This is an optimization exercise on Yosys and OpenROAD, whose aim is small area, not a production implementation. In this exercise RTL edits were held to simulation tests only and were not proved equivalent to the original. The clock port is modelled as an ideal driver, which makes a skipped or thinned clock tree look cheaper than it is; a real chip needs a root buffer or a tree. No activity file was given, so power comes from the tool's default toggle rates.

==> flow/design.v (excerpt) <==
module mem32 (
    input Clk,
    input rst,
    input wr,
    input rd,
    input [3:0] in_add,
    input [31:0] Data_in_32,
    output [31:0] Data_out_32,
    output reg valid
);
clock: 5.0 ns
lec_check: 0
cap_margin: 20
core_margin: 2
core_utilization: 40
cts_buf_list: sky130_fd_sc_hd__clkbuf_8
cts_cluster_diameter: 100
cts_cluster_size: 40
slew_margin: 20
run.sh (not shown) runs the stock make flow with config.mk's settings and CLKGATE_MAP_FILE= SYNTH_SCRIPT=/design/flow/synth_recipe.tcl, a recipe that flattens the netlist after the stock synthesis.
Next try:
==> flow/flow/run.sh (new file) <==
#!/bin/bash
# Layout: the standard ORFS flow (standard.sh, unchanged synthesis),
# with the port buffers made from the smallest buffer cell and larger
# clock-tree sink clusters.
set -euo pipefail
export BUFFER_PORTS_ARGS="-buffer_cell sky130_fd_sc_hd__buf_1"
export CTS_ARGS="-sink_clustering_enable -repair_clock_nets -buf_list sky130_fd_sc_hd__clkbuf_8 -sink_clustering_size 40 -sink_clustering_max_diameter 150 -sink_buffer_max_cap_derate 0.3"
bash standard.sh finish > standard_flow.log 2>&1
==> flow/standard.sh (new file) <==
#!/bin/bash
# synth_recipe.tcl (not shown) runs the flow's synth.tcl, then flattens the netlist and writes it again
# the make line also repeats each setting of config.mk as NAME=value (left out here)
make -C /OpenROAD-flow-scripts/flow DESIGN_CONFIG=/design/flow/config.mk WORK_HOME=/design/flow/orfs CLKGATE_MAP_FILE= SYNTH_SCRIPT=/design/flow/synth_recipe.tcl "${@:-finish}"
removed: flow/run.sh
- non-clock buffer count went down by 1
- cell count barely changes
- sequential power barely changes
- setup slack loses 0.029 ns
- global-route usage decreases by 0.30 points
- combinational power drops by about 16%
- clock skew is unchanged
- via count stays flat

* * *

The RTL this note starts from:
==> flow/design.v <==
module mem32 (
    input Clk,
    input rst,
    input wr,
    input rd,
    input [3:0] in_add,
    input [31:0] Data_in_32,
    output [31:0] Data_out_32,
    output reg valid
);
    reg [127:0] mem;    
    reg [3:0]   ra;     
    wire in_range = ~(in_add[3] & in_add[2] & (in_add[1] | in_add[0]));
    wire do_wr    = wr & ~rd & in_range & ~rst;   
    wire do_rd    = rd & ~wr & in_range;
    integer b, r, k;
    function [3:0] onehot2(input [1:0] v);
        onehot2 = 4'b0001 << v;
    endfunction
    wire [3:0] wsh = onehot2(in_add[1:0]);
    reg  [31:0] wd;
    reg  [15:0] we;     
    always @(*) begin
        for (b = 0; b < 4; b = b + 1) begin
            wd[8*b +: 8] = 8'h00;
            for (k = 0; k < 4; k = k + 1)
                wd[8*b +: 8] = wd[8*b +: 8] |
                    ({8{wsh[(b - k) & 3]}} & Data_in_32[8*k +: 8]);
        end
        for (b = 0; b < 4; b = b + 1)
            for (r = 0; r < 4; r = r + 1)
                we[4*r + b] = do_wr &
                    (r == ((in_add[3:2] + (b < in_add[1:0])) & 3));
    end
    always @(posedge Clk) begin
        for (b = 0; b < 4; b = b + 1)
            for (r = 0; r < 4; r = r + 1)
                if (we[4*r + b])
                    mem[32*r + 8*b +: 8] <= wd[8*b +: 8];
        if (rd)
            ra <= in_add;
    end
    always @(posedge Clk or posedge rst) begin
        if (rst)
            valid <= 1'b0;
        else if (!(wr && !rd && !in_range))
            valid <= do_rd;
    end
    wire [3:0] rsh = onehot2(ra[1:0]);
    reg  [15:0] rrow;   
    reg  [31:0] bd;
    reg  [31:0] dout;
    always @(*) begin
        for (b = 0; b < 4; b = b + 1)
            for (r = 0; r < 4; r = r + 1)
                rrow[4*r + b] = (r == ((ra[3:2] + (b < ra[1:0])) & 3));
        for (b = 0; b < 4; b = b + 1) begin
            bd[8*b +: 8] = 8'h00;
            for (r = 0; r < 4; r = r + 1)
                bd[8*b +: 8] = bd[8*b +: 8] |
                    ({8{rrow[4*r + b]}} & mem[32*r + 8*b +: 8]);
        end
        for (k = 0; k < 4; k = k + 1) begin
            dout[8*k +: 8] = 8'h00;
            for (b = 0; b < 4; b = b + 1)
                dout[8*k +: 8] = dout[8*k +: 8] |
                    ({8{rsh[(b - k) & 3]}} & bd[8*b +: 8]);
        end
    end
    assign Data_out_32 = dout;
endmodule
==> flow/config.mk <==
export PLATFORM = sky130hd
export DESIGN_NAME = mem32
export DESIGN_NICKNAME = mem32
export VERILOG_FILES = /design/flow/design.v
export SDC_FILE = /design/flow/constraint.sdc
export NUM_CORES = 4
export LEC_CHECK = 0
export CAP_MARGIN = 20
export CORE_MARGIN = 2
export CORE_UTILIZATION = 40
export CTS_BUF_LIST = sky130_fd_sc_hd__clkbuf_4
export CTS_CLUSTER_DIAMETER = 100
export CTS_CLUSTER_SIZE = 30
export SLEW_MARGIN = 20
==> flow/constraint.sdc <==
create_clock -name core_clock -period 5.0 [get_ports {Clk}]
set_input_delay 1.0000 -clock core_clock [delete_from_list [all_inputs] [get_ports {Clk}]]
set_output_delay 1.0000 -clock core_clock [all_outputs]
set_load 0.01 [all_outputs]
standard.sh (not shown) runs the stock make flow with config.mk's settings and CLKGATE_MAP_FILE= SYNTH_SCRIPT=/design/flow/synth_recipe.tcl, a recipe that flattens the netlist after the stock synthesis.
==> flow/flow/run.sh <==
#!/bin/bash
# Layout: the standard ORFS flow (standard.sh, unchanged synthesis),
# with the port buffers made from the smallest buffer cell.
set -euo pipefail
export BUFFER_PORTS_ARGS="-buffer_cell sky130_fd_sc_hd__buf_1"
bash standard.sh finish > standard_flow.log 2>&1
Change:
==> flow/run.sh (new file) <==
#!/bin/bash
# synth_recipe.tcl (not shown) runs the flow's synth.tcl, then flattens the netlist and writes it again
# the make line also repeats each setting of config.mk as NAME=value (left out here)
make -C /OpenROAD-flow-scripts/flow DESIGN_CONFIG=/design/flow/config.mk WORK_HOME=/design/flow/orfs CLKGATE_MAP_FILE= SYNTH_SCRIPT=/design/flow/synth_recipe.tcl finish
Settings changed: CORE_UTILIZATION 40 to 70, CTS_BUF_LIST sky130_fd_sc_hd__clkbuf_4 to sky130_fd_sc_hd__clkbuf_8, CTS_CLUSTER_DIAMETER 100 to 200, CTS_CLUSTER_SIZE 30 to 50, GPL_TIMING_DRIVEN set to 0.
removed: flow/flow/run.sh
removed: flow/standard.sh
Die area decreases by well over a third.
Maximum frequency drops by a few percent.
Power went up by about a fifth.
Final cell count came out lower by roughly a tenth.
Utilization climbs by 42 points.
Cell area rose by a little under a tenth.
Combinational power is higher by a quarter to a third.
Setup slack degrades by 0.12 ns.
Count of clock-buffer cells in the layout stays the same.
Change:
==> flow/flow/run.sh (new file) <==
#!/bin/bash
# Layout: the standard ORFS flow (standard.sh, unchanged synthesis),
# with the port buffers made from the smallest buffer cell.
set -euo pipefail
export BUFFER_PORTS_ARGS="-buffer_cell sky130_fd_sc_hd__buf_1"
bash standard.sh finish > standard_flow.log 2>&1
==> flow/standard.sh (new file) <==
#!/bin/bash
# synth_recipe.tcl (not shown) runs the flow's synth.tcl, then flattens the netlist and writes it again
# the make line also repeats each setting of config.mk as NAME=value (left out here)
make -C /OpenROAD-flow-scripts/flow DESIGN_CONFIG=/design/flow/config.mk WORK_HOME=/design/flow/orfs CLKGATE_MAP_FILE= SYNTH_SCRIPT=/design/flow/synth_recipe.tcl "${@:-finish}"
Settings changed: CORE_UTILIZATION 70 to 40, CTS_CLUSTER_DIAMETER 200 to 100, CTS_CLUSTER_SIZE 50 to 40, GPL_TIMING_DRIVEN 0 to unset.
removed: flow/run.sh
Outcome: The changed run went through all stages and came out clean; via count falls by roughly a tenth; total power drops by a few percent; hold slack loses 0.19 ns; worst setup slack improved by 0.22 ns; global-route usage drops by 18 points; cell count goes up by roughly a tenth; wire length falls by roughly a tenth.

* * *

## run A
// mem32: RTL as listed in full above, without the edits since
export LEC_CHECK = 0
export CAP_MARGIN = 20
export CORE_MARGIN = 2
export CORE_UTILIZATION = 60
export PLACE_DENSITY = 0.85
export SLEW_MARGIN = 20
create_clock -name core_clock -period 5.0 [get_ports {Clk}]
==> flow/flow/run.sh <==
#!/bin/bash
# Layout: the standard ORFS flow (standard.sh, unchanged synthesis),
# with the port buffers made from the smallest buffer cell and a small
# hand-built clock tree (flow/cts_manual.tcl) in place of TritonCTS.
set -euo pipefail
here=$(pwd)
export BUFFER_PORTS_ARGS="-buffer_cell sky130_fd_sc_hd__buf_1"
export PRE_CTS_TCL="$here/flow/cts_manual.tcl"
export CTS_CLOCK_NET=Clk
export CTS_ROOT_CELL=sky130_fd_sc_hd__clkbuf_8
export CTS_LEAF_CELL=sky130_fd_sc_hd__clkbuf_16
export CTS_NX=2
export CTS_NY=2
bash standard.sh finish > standard_flow.log 2>&1
==> flow/flow/cts_manual.tcl <==
# Clock tree built by hand in place of TritonCTS (sourced as PRE_CTS_TCL).
# The clock port drives one root buffer; the root drives one leaf buffer per
# cluster of registers; the clusters split the registers by position into
# CTS_NX columns and CTS_NY rows of about equal size, and each leaf sits at
# its cluster's centre. All registers are two buffers from the port.
set cts_root_cell $::env(CTS_ROOT_CELL)
set cts_leaf_cell $::env(CTS_LEAF_CELL)
set cts_nx $::env(CTS_NX)
set cts_ny $::env(CTS_NY)

set db [ord::get_db]
set block [ord::get_db_block]
set clk_net [$block findNet $::env(CTS_CLOCK_NET)]

set sinks {}
foreach it [$clk_net getITerms] {
  set inst [$it getInst]
  set bb [$inst getBBox]
  set x [expr {([$bb xMin] + [$bb xMax]) / 2}]
  set y [expr {([$bb yMin] + [$bb yMax]) / 2}]
  lappend sinks [list $it $x $y]
}
puts "manual CTS: [llength $sinks] sinks on [$clk_net getName]"

proc split_even {items n idx} {
  set items [lsort -integer -index $idx $items]
  set len [llength $items]
  set out {}
  for {set i 0} {$i < $n} {incr i} {
    set a [expr {($i * $len) / $n}]
    set b [expr {(($i + 1) * $len) / $n - 1}]
    lappend out [lrange $items $a $b]
  }
  return $out
}

set clusters {}
foreach col [split_even $sinks $cts_nx 1] {
  foreach c [split_even $col $cts_ny 2] {
    if {[llength $c] > 0} { lappend clusters $c }
  }
}

set root_master [$db findMaster $cts_root_cell]
set leaf_master [$db findMaster $cts_leaf_cell]

# root buffer: input on the clock port's net, output on a new net
set root [odb::dbInst_create $block $root_master "cts_root"]
set root_net [odb::dbNet_create $block "cts_root_net"]
$root_net setSigType CLOCK
[$root findITerm A] connect $clk_net
[$root findITerm X] connect $root_net

set sx 0; set sy 0; set sn 0
set k 0
foreach c $clusters {
  set cx 0; set cy 0
  foreach s $c { incr cx [lindex $s 1]; incr cy [lindex $s 2] }
  set cx [expr {$cx / [llength $c]}]
  set cy [expr {$cy / [llength $c]}]
  incr sx $cx; incr sy $cy; incr sn
  set leaf [odb::dbInst_create $block $leaf_master "cts_leaf_$k"]
  set net [odb::dbNet_create $block "cts_leaf_net_$k"]
  $net setSigType CLOCK
  foreach s $c {
    set it [lindex $s 0]
    $it disconnect
    $it connect $net
  }
  [$leaf findITerm A] connect $root_net
  [$leaf findITerm X] connect $net
  $leaf setLocation $cx $cy
  $leaf setPlacementStatus PLACED
  puts "manual CTS: leaf $k drives [llength $c] sinks at ($cx, $cy)"
  incr k
}
$root setLocation [expr {$sx / $sn}] [expr {$sy / $sn}]
$root setPlacementStatus PLACED

set_propagated_clock [all_clocks]

# the tree is built; TritonCTS is not run
rename clock_tree_synthesis ""
proc clock_tree_synthesis {args} { puts "manual CTS: clock_tree_synthesis skipped" }
Edits applied to the flow inputs when going from run A to run B:
--- a/flow/flow/run.sh
+++ b/flow/flow/run.sh
@@ -13,0 +14 @@
+export AREA_RECOVERY_TCL="$here/flow/downsize.tcl"
--- a/flow/flow/cts_manual.tcl
+++ b/flow/flow/cts_manual.tcl
@@ -84,0 +85,2 @@
+
+if {[info exists ::env(AREA_RECOVERY_TCL)]} { source $::env(AREA_RECOVERY_TCL) }
==> flow/flow/downsize.tcl (new file) <==
# Area recovery (sourced from the PRE_CTS_TCL hook): every combinational
# cell that is not part of the clock tree is swapped for the smallest cell
# with the same function, then repair_design fixes any slew, capacitance or
# fanout limit that this breaks. repair_timing runs after this in cts.tcl.
sta::make_equiv_cells [get_libs *]
set saved 0.0
set swapped 0
foreach inst [get_cells *] {
  set name [get_full_name $inst]
  if {[string match "cts_*" $name]} { continue }
  set lc [get_property $inst liberty_cell]
  if {$lc == "" || $lc == "NULL"} { continue }
  if {[regexp {__(s?e?df|dl[xr]|s?dlclkp)} [get_name $lc]]} { continue }
  set eq [sta::find_equiv_cells $lc]
  if {[llength $eq] < 2} { continue }
  set best $lc
  set best_area [get_property $lc area]
  foreach e $eq {
    set en [get_name $e]
    if {[regexp {probe|lpflow|dly|clkdlybuf} $en]} { continue }
    set a [get_property $e area]
    if {$a < $best_area - 1e-6} { set best $e; set best_area $a }
  }
  if {$best != $lc} {
    set saved [expr {$saved + [get_property $lc area] - $best_area}]
    incr swapped
    replace_cell $inst $best
  }
}
puts "area recovery: swapped $swapped cells, [format %.1f $saved] um2 less"
estimate_parasitics -placement
repair_design -slew_margin $::env(SLEW_MARGIN) -cap_margin $::env(CAP_MARGIN)
==> comparison <==
When run B is set beside run A, its overall power of the completed layout turns out to be about 0.3% smaller.
Run B and run A ended up with nearly the same cell count.
In terms of share of total power in the clock network, run A and run B differ only marginally.
The core of run B is less densely filled than that of run A.
Re transition time at the pin with the least slew margin: run B is 0.039 ns up on run A.
Run B: worst hold slack is 0.017 ns lower than what run A reported.
Per the comparison of run B with run A, post-detailed-route via-to-cell ratio went down by 0.065, final worst-path setup slack dropped 0.32 ns, global-route usage lower.
Compared with run A, run B shows a fmax that is 6.8% lower.
--- input diff run B..run C ---
--- a/flow/flow/downsize.tcl
+++ b/flow/flow/downsize.tcl
@@ -4,0 +5 @@
+set_dont_use $::env(DONT_USE_CELLS)
@@ -20 +21 @@
-    if {[regexp {probe|lpflow|dly|clkdlybuf} $en]} { continue }
+    if {[regexp {probe|lpflow|dly|clkdlybuf} $en] || [get_property $e dont_use]} { continue }
--- a/flow/config.mk
+++ b/flow/config.mk
@@ -8 +8 @@
-export CAP_MARGIN = 20
+export CAP_MARGIN = 5
@@ -12 +12 @@
-export SLEW_MARGIN = 20
+export SLEW_MARGIN = 5
- The area of combinational cells with multiple inputs in run C was lower than what run B gave.
- On fraction of power consumed by combinational cells, run C tracks run B almost exactly.
- Detailed-routing wirelength on met1: run C vs run B up 4.8%
- In terms of filler cell count, run C and run B differ only marginally.
- Run C and run B ended up with roughly the same non-filler instance count after layout.
No run of this note takes its clock network from TritonCTS; it comes from the design's own scripts or RTL.

* * *

Setup of the baseline:
mem32, a different RTL version from the one above (not shown whole).
Size in the first run: ~130 flip-flops, ~0.0060 mm² of cells after synthesis.
export LEC_CHECK = 0
export CAP_MARGIN = 5
export CORE_MARGIN = 2
export CORE_UTILIZATION = 45
export GPL_TIMING_DRIVEN = 0
export SLEW_MARGIN = 5
create_clock -name core_clock -period 5.0 [get_ports {Clk}]
==> flow/flow/run.sh <==
#!/bin/bash
# Layout: the standard ORFS flow (standard.sh) with these changes:
# - synthesis maps the logic with an area-oriented ABC script
#   (flow/abc_map.script in place of ORFS's abc_speed.script, in a copy of
#   ORFS's scripts folder); registers are mapped before ABC runs, so they
#   are the standard synthesis's, with the same names and cells;
# - port buffers use the smallest buffer cell;
# - a small hand-built clock tree (flow/cts_manual.tcl) replaces TritonCTS,
#   followed by area recovery (flow/downsize.tcl).
set -euo pipefail
here=$(pwd)
mkdir -p "$here/scripts"
cp -r "$FLOW_HOME/scripts/." "$here/scripts/"
cp "$here/flow/abc_map.script" "$here/scripts/abc_speed.script"
export SCRIPTS_DIR="$here/scripts"
export BUFFER_PORTS_ARGS="-buffer_cell sky130_fd_sc_hd__buf_1"
export PRE_CTS_TCL="$here/flow/cts_manual.tcl"
export CTS_CLOCK_NET=Clk
export CTS_ROOT_CELL=sky130_fd_sc_hd__clkbuf_8
export CTS_LEAF_CELL=sky130_fd_sc_hd__clkbuf_16
export CTS_NX=2
export CTS_NY=2
export AREA_RECOVERY_TCL="$here/flow/downsize.tcl"
bash standard.sh finish > standard_flow.log 2>&1
Other scripts of this flow, unchanged in this note and not shown: flow/flow/abc_map.script, flow/flow/cts_manual.tcl, flow/flow/downsize.tcl
The baseline: no failed stages, no open violations at the end
The inputs of the candidate differ from those of the baseline as listed below.
diff --git a/flow/config.mk b/flow/config.mk
--- a/flow/config.mk
+++ b/flow/config.mk
@@ -7,6 +7,7 @@
 export LEC_CHECK = 0
 export CAP_MARGIN = 5
+export CELL_PAD_IN_SITES_DETAIL_PLACEMENT = 1
+export CELL_PAD_IN_SITES_GLOBAL_PLACEMENT = 1
 export CORE_MARGIN = 2
 export CORE_UTILIZATION = 45
-export GPL_TIMING_DRIVEN = 0
 export SLEW_MARGIN = 5
The candidate was carried through to the last stage, and its layout satisfied the timing, DRC and antenna checks. Cmp the candidate and the baseline / overall global routing resource usage / lower: the baseline. Power: the candidate draws more than the baseline. Compared with the baseline, in the candidate final core utilization held steady; power density of the placed cells went up; area growth from synthesis to layout +0.21 points; total routed wire length on the met1 layer has increased. The candidate and the baseline ended up with nearly the same final cell area excluding filler cells. Of the candidate and the baseline, the candidate shows the lower fraction of layout instances using a drive strength above 1, with the baseline above it. Portion of the clock cycle consumed by the worst path in the final layout ended up 0.26 points lower on the candidate than on the baseline.
No run of this note takes its clock network from TritonCTS; it comes from the design's own scripts or RTL.

## re-timing with driven ports
The flow's constraints put no driver on any port. The routed layouts listed below were extracted and timed again, unchanged, in two steps.
Step 1 assumes that a clkbuf_16 drives the clock port and a buf_2 every other input.
Step 2 times the ports against the registers' clock, not the clock port: input delays grow and output delays shrink by t, the midpoint of the rising clock arrivals with the driver on.
Slacks: no drivers / after step 1 / after step 2; pairs: no drivers / after step 1.
| run | t, ns | slack for setup (ns) | hold WS [ns] | slew at the worst register clock pin (ns) | worst slew at a driven data input, ns |
|---|---|---|---|---|---|
| the first run of note 1 | 0.464 | 0.548 / 0.509 / 0.973 | 0.608 / 0.608 / 0.608 | 0.08 / 0.08 | 0.04 |
| the second run of note 1 | 0.467 | 0.520 / 0.478 / 0.945 | 0.422 / 0.432 / 0.650 | 0.08 / 0.08 | 0.07 |
| the first run of note 2 | 0.546 | 0.426 / 0.385 / 0.931 | 0.336 / 0.348 / 0.659 | 0.12 / 0.12 | 0.07 |
| the second run of note 2 | 0.461 | 0.302 / 0.265 / 0.726 | 0.611 / 0.611 / 0.611 | 0.09 / 0.09 | 0.06 |
| the third run of note 2 | 0.467 | 0.520 / 0.478 / 0.945 | 0.422 / 0.432 / 0.650 | 0.08 / 0.08 | 0.07 |
| run A | 0.406 | 0.694 / 0.660 / 1.066 | 0.454 / 0.441 / 0.590 | 0.11 / 0.11 | 0.04 |
| run B | 0.406 | 0.378 / 0.345 / 0.752 | 0.437 / 0.425 / 0.588 | 0.11 / 0.11 | 0.03 |
| run C | 0.407 | 0.393 / 0.359 / 0.766 | 0.439 / 0.426 / 0.589 | 0.11 / 0.11 | 0.03 |
| the baseline | 0.422 | 0.401 / 0.364 / 0.491 | 0.434 / 0.420 / 0.554 | 0.12 / 0.12 | 0.06 |
| the candidate | 0.423 | 0.414 / 0.376 / 0.799 | 0.438 / 0.424 / 0.557 | 0.12 / 0.12 | 0.04 |
After both steps every run listed still meets setup and hold.
